This is an optimization exercise on Yosys and OpenROAD, whose aim is small area, a short achievable clock period and few clock cycles, not a production implementation.
Function was checked by simulation only, so behaviour that the tests miss may differ from the original.
No activity file was given, so power comes from the tool's default toggle rates.

==> flow/design.v <==
`timescale 1ns/1ns
module add_sk #(parameter W = 32, parameter L = 5) (
    input  [W-1:0] a, b,
    input          ci,
    output [W-1:0] s);
    wire [W-1:0] p = a ^ b;
    wire [W-1:0] g = {a[W-1:1] & b[W-1:1], (a[0] & b[0]) | (p[0] & ci)};
    wire [W-1:0] gg [0:L];
    wire [W-1:0] pp [0:L];
    assign gg[0] = g;
    assign pp[0] = p;
    genvar l, i;
    generate
        for (l = 0; l < L; l = l + 1) begin : lv
            for (i = 0; i < W; i = i + 1) begin : bt
                if ((i >> l) & 1) begin : m
                    assign gg[l+1][i] = gg[l][i] | (pp[l][i] & gg[l][((i >> l) << l) - 1]);
                    assign pp[l+1][i] = pp[l][i] & pp[l][((i >> l) << l) - 1];
                end else begin : k
                    assign gg[l+1][i] = gg[l][i];
                    assign pp[l+1][i] = pp[l][i];
                end
            end
        end
    endgenerate
    assign s = p ^ {gg[L][W-2:0], ci};
endmodule
module mips_top (
    input           clk,
    input           rst,
    output  [31:0]  imem_addr,
    input   [31:0]  imem_data,
    output          wb_en,
    output  [4:0]   wb_reg,
    output  [31:0]  wb_data);
    reg  [31:0] pc;
    reg         e_we, e_br;
    reg  [4:0]  e_dst;
    reg         e_sub, e_log, e_and;     
    reg  [31:0] e_a, e_b, e_tgt;
    reg         e_fa, e_fb;              
    reg         w_en;
    reg  [4:0]  w_reg;
    reg  [31:0] w_data;
    reg  [31:0] rf [0:31];
    reg  [31:0] rf_v;
    wire [31:0] a = e_fa ? w_data : e_a;
    wire [31:0] b = e_fb ? w_data : e_b;
    wire [31:0] sum;
    add_sk #(32, 5) alu_add (.a(a), .b(b ^ {32{e_sub}}), .ci(e_sub), .s(sum));
    wire [31:0] lres = e_and ? (a & b) : (a | b);
    wire [31:0] res  = e_log ? lres : sum;
    wire eq = (e_fa && e_fb) || (!e_fa && !e_fb && (e_a == e_b)) ||
              (e_fa && !e_fb && (w_data == e_b)) || (!e_fa && e_fb && (e_a == w_data));
    wire taken_e = e_br && eq;
    wire [31:0] ins = imem_data;
    wire [5:0]  op  = ins[31:26];
    wire [4:0]  rs  = ins[25:21];
    wire [4:0]  rt  = ins[20:16];
    wire [4:0]  rd  = ins[15:11];
    wire [31:0] imm = {{16{ins[15]}}, ins[15:0]};
    wire is_r    = (op == 6'b000000);
    wire is_addi = (op == 6'b001000);
    wire is_beq  = (op == 6'b000100);
    wire same    = (rs == rt);
    wire br_u    = is_beq && same;                           
    wire br_c    = is_beq && !same && (ins[15:0] != 16'd0);  
    wire [31:0] pc1 = pc + 32'd1;
    wire [13:0] hi_0 = pc[31:18];
    wire [13:0] hi_p = pc[31:18] + 14'd1;
    wire [13:0] hi_m = pc[31:18] - 14'd1;
    wire [16:0] lo;
    add_sk #(17, 5) tgt_add (.a({1'b0, pc[17:2]}), .b({1'b0, ins[15:0]}), .ci(pc[1] & pc[0]), .s(lo));
    wire [13:0] hi = ins[15] ? (lo[16] ? hi_0 : hi_m)
                             : (lo[16] ? hi_p : hi_0);
    wire [31:0] tgt = {hi, lo[15:0], pc[1] ^ pc[0], ~pc[0]};
    wire [31:0] wsel = w_en ? (32'd1 << w_reg) : 32'd0;
    wire byp_a = w_en && (w_reg == rs);
    wire byp_b = w_en && (w_reg == rt);
    reg [31:0] da, db;
    integer k;
    always @(*) begin
        da = byp_a ? w_data : 32'd0;
        db = byp_b ? w_data : 32'd0;
        for (k = 0; k < 32; k = k + 1) begin
            da = da | (((rs == k) && rf_v[k] && !wsel[k]) ? rf[k] : 32'd0);
            db = db | (((rt == k) && rf_v[k] && !wsel[k]) ? rf[k] : 32'd0);
        end
    end
    always @(posedge clk or posedge rst) begin
        if (rst) begin
            pc   <= 32'd0;
            e_we <= 1'b0;
            e_br <= 1'b0;
            w_en <= 1'b0;
            rf_v <= 32'd0;
        end else begin
            pc   <= taken_e ? e_tgt : (br_u ? tgt : pc1);
            e_we <= !taken_e && (is_r || is_addi);
            e_br <= !taken_e && br_c;
            w_en <= e_we;
            rf_v <= rf_v | wsel;
        end
    end
    always @(posedge clk) begin
        e_dst  <= is_r ? rd : rt;
        e_sub  <= is_r && (ins[2:1] == 2'd1);
        e_log  <= is_r && ins[2];
        e_and  <= !ins[1];
        e_a    <= da;
        e_b    <= is_addi ? imm : db;
        e_tgt  <= tgt;
        e_fa   <= e_we && (e_dst == rs);
        e_fb   <= e_we && (e_dst == rt) && !is_addi;
        w_reg  <= e_dst;
        w_data <= res;
        if (w_en) rf[w_reg] <= w_data;
    end
    assign imem_addr = pc;
    assign wb_en     = w_en;
    assign wb_reg    = w_reg;
    assign wb_data   = w_data;
endmodule
export LEC_CHECK = 0
export CAP_MARGIN = 20
export CORE_MARGIN = 2
export CORE_UTILIZATION = 40
export CTS_BUF_LIST = sky130_fd_sc_hd__clkbuf_16
export CTS_CLUSTER_DIAMETER = 70
export CTS_CLUSTER_SIZE = 25
export PLACE_DENSITY = 0.6
export SETUP_SLACK_MARGIN = 4.5
export SLEW_MARGIN = 20
create_clock -name core_clock -period 8.0 [get_ports {clk}]
standard.sh (not shown) runs the stock make flow with config.mk's settings and CLKGATE_MAP_FILE= SYNTH_SCRIPT=/design/flow/synth_recipe.tcl, a recipe that flattens the netlist after the stock synthesis.
==> flow/flow/run.sh <==
#!/bin/bash
# The standard layout (standard.sh: the standard flow's own synthesis, floorplan, power
# grid, placement, CTS and routing), with one change: the buffers that
# placement puts on every input and output port are sky130_fd_sc_hd__buf_4
# cells, which timing repair can resize, instead of the default delay-cell
# buffer. The make output goes to standard.log; each ORFS step keeps its own
# log under orfs/logs/.
set -euo pipefail
export BUFFER_PORTS_ARGS="-buffer_cell sky130_fd_sc_hd__buf_4"
bash standard.sh > standard.log 2>&1
Testbench counts at the start, summed over its fixed seeds: cycles 17,895.
Then changed:
--- a/flow/design.v
+++ b/flow/design.v
@@ -48,13 +48,11 @@
     wire [31:0] b = e_fb ? w_data : e_b;
     wire [31:0] sum;
     add_sk #(32, 5) alu_add (.a(a), .b(b ^ {32{e_sub}}), .ci(e_sub), .s(sum));
     wire [31:0] lres = e_and ? (a & b) : (a | b);
     wire [31:0] res  = e_log ? lres : sum;
-    wire eq = (e_fa && e_fb) || (!e_fa && !e_fb && (e_a == e_b)) ||
-              (e_fa && !e_fb && (w_data == e_b)) || (!e_fa && e_fb && (e_a == w_data));
-    wire taken_e = e_br && eq;
+    wire taken_e = e_br && (a == b);
     wire [31:0] ins = imem_data;
     wire [5:0]  op  = ins[31:26];
     wire [4:0]  rs  = ins[25:21];
     wire [4:0]  rt  = ins[20:16];
     wire [4:0]  rd  = ins[15:11];
@@ -64,18 +62,17 @@
     wire is_beq  = (op == 6'b000100);
     wire same    = (rs == rt);
     wire br_u    = is_beq && same;                           
     wire br_c    = is_beq && !same && (ins[15:0] != 16'd0);  
     wire [31:0] pc1 = pc + 32'd1;
-    wire [13:0] hi_0 = pc[31:18];
-    wire [13:0] hi_p = pc[31:18] + 14'd1;
-    wire [13:0] hi_m = pc[31:18] - 14'd1;
+    wire [13:0] hi_p = pc1[31:18] + 14'd1;
+    wire [13:0] hi_m = pc1[31:18] - 14'd1;
     wire [16:0] lo;
-    add_sk #(17, 5) tgt_add (.a({1'b0, pc[17:2]}), .b({1'b0, ins[15:0]}), .ci(pc[1] & pc[0]), .s(lo));
-    wire [13:0] hi = ins[15] ? (lo[16] ? hi_0 : hi_m)
-                             : (lo[16] ? hi_p : hi_0);
-    wire [31:0] tgt = {hi, lo[15:0], pc[1] ^ pc[0], ~pc[0]};
+    add_sk #(17, 5) tgt_add (.a({1'b0, pc1[17:2]}), .b({1'b0, ins[15:0]}), .ci(1'b0), .s(lo));
+    wire [13:0] hi = ins[15] ? (lo[16] ? pc1[31:18] : hi_m)
+                             : (lo[16] ? hi_p : pc1[31:18]);
+    wire [31:0] tgt = {hi, lo[15:0], pc1[1:0]};
     wire [31:0] wsel = w_en ? (32'd1 << w_reg) : 32'd0;
     wire byp_a = w_en && (w_reg == rs);
     wire byp_b = w_en && (w_reg == rt);
     reg [31:0] da, db;
     integer k;
=> The changed run completed with no timing, DRC or antenna violations; sequential share of layout area goes up by 0.45 points; utilization barely changes; clock power stays flat; global-route usage stays flat; setup slack improved by 61 ps; count of clock-buffer cells in the layout is unchanged; sequential power goes up by 3.2%; design area goes down by about 0.8%; routed wire length goes down by 0.49%; non-clock buffer count goes down by 15.
Testbench counts after the change, summed over its fixed seeds: cycles 17,895.

-- static timing again, ports no longer ideal --
How much do the figures lean on ideal ports? The routed layouts below were timed once more, with nothing changed but the port constraints. Step 1: set_driving_cell puts a clkbuf_16 on clk and a buf_2 on each other input, an assumption about the parent block. Step 2, shift: input delay + t, output delay - t, t = (earliest + latest rising clock arrival at the registers) / 2. This alone moves slack from input paths to output paths. Three values: ideal, step 1, step 2; two values: the first two.
| run | shift t [ns] | setup WS [ns] | hold slack, ns | worst setup path at the end | cell pins on the clock port's net |
|---|---|---|---|---|---|
| the first run | 0.811 | 4.321 / 4.375 / 3.563 | 0.361 / 0.361 / 0.361 | input to register | 1 |
| the second run | 0.807 | 4.382 / 4.429 / 3.632 | 0.397 / 0.397 / 0.397 | input to register | 1 |
After both steps every run listed still meets setup and hold. For the first run, which loses most, drivers alone change the setup slack by +0.054 ns; drivers and shift together by -0.758 ns.
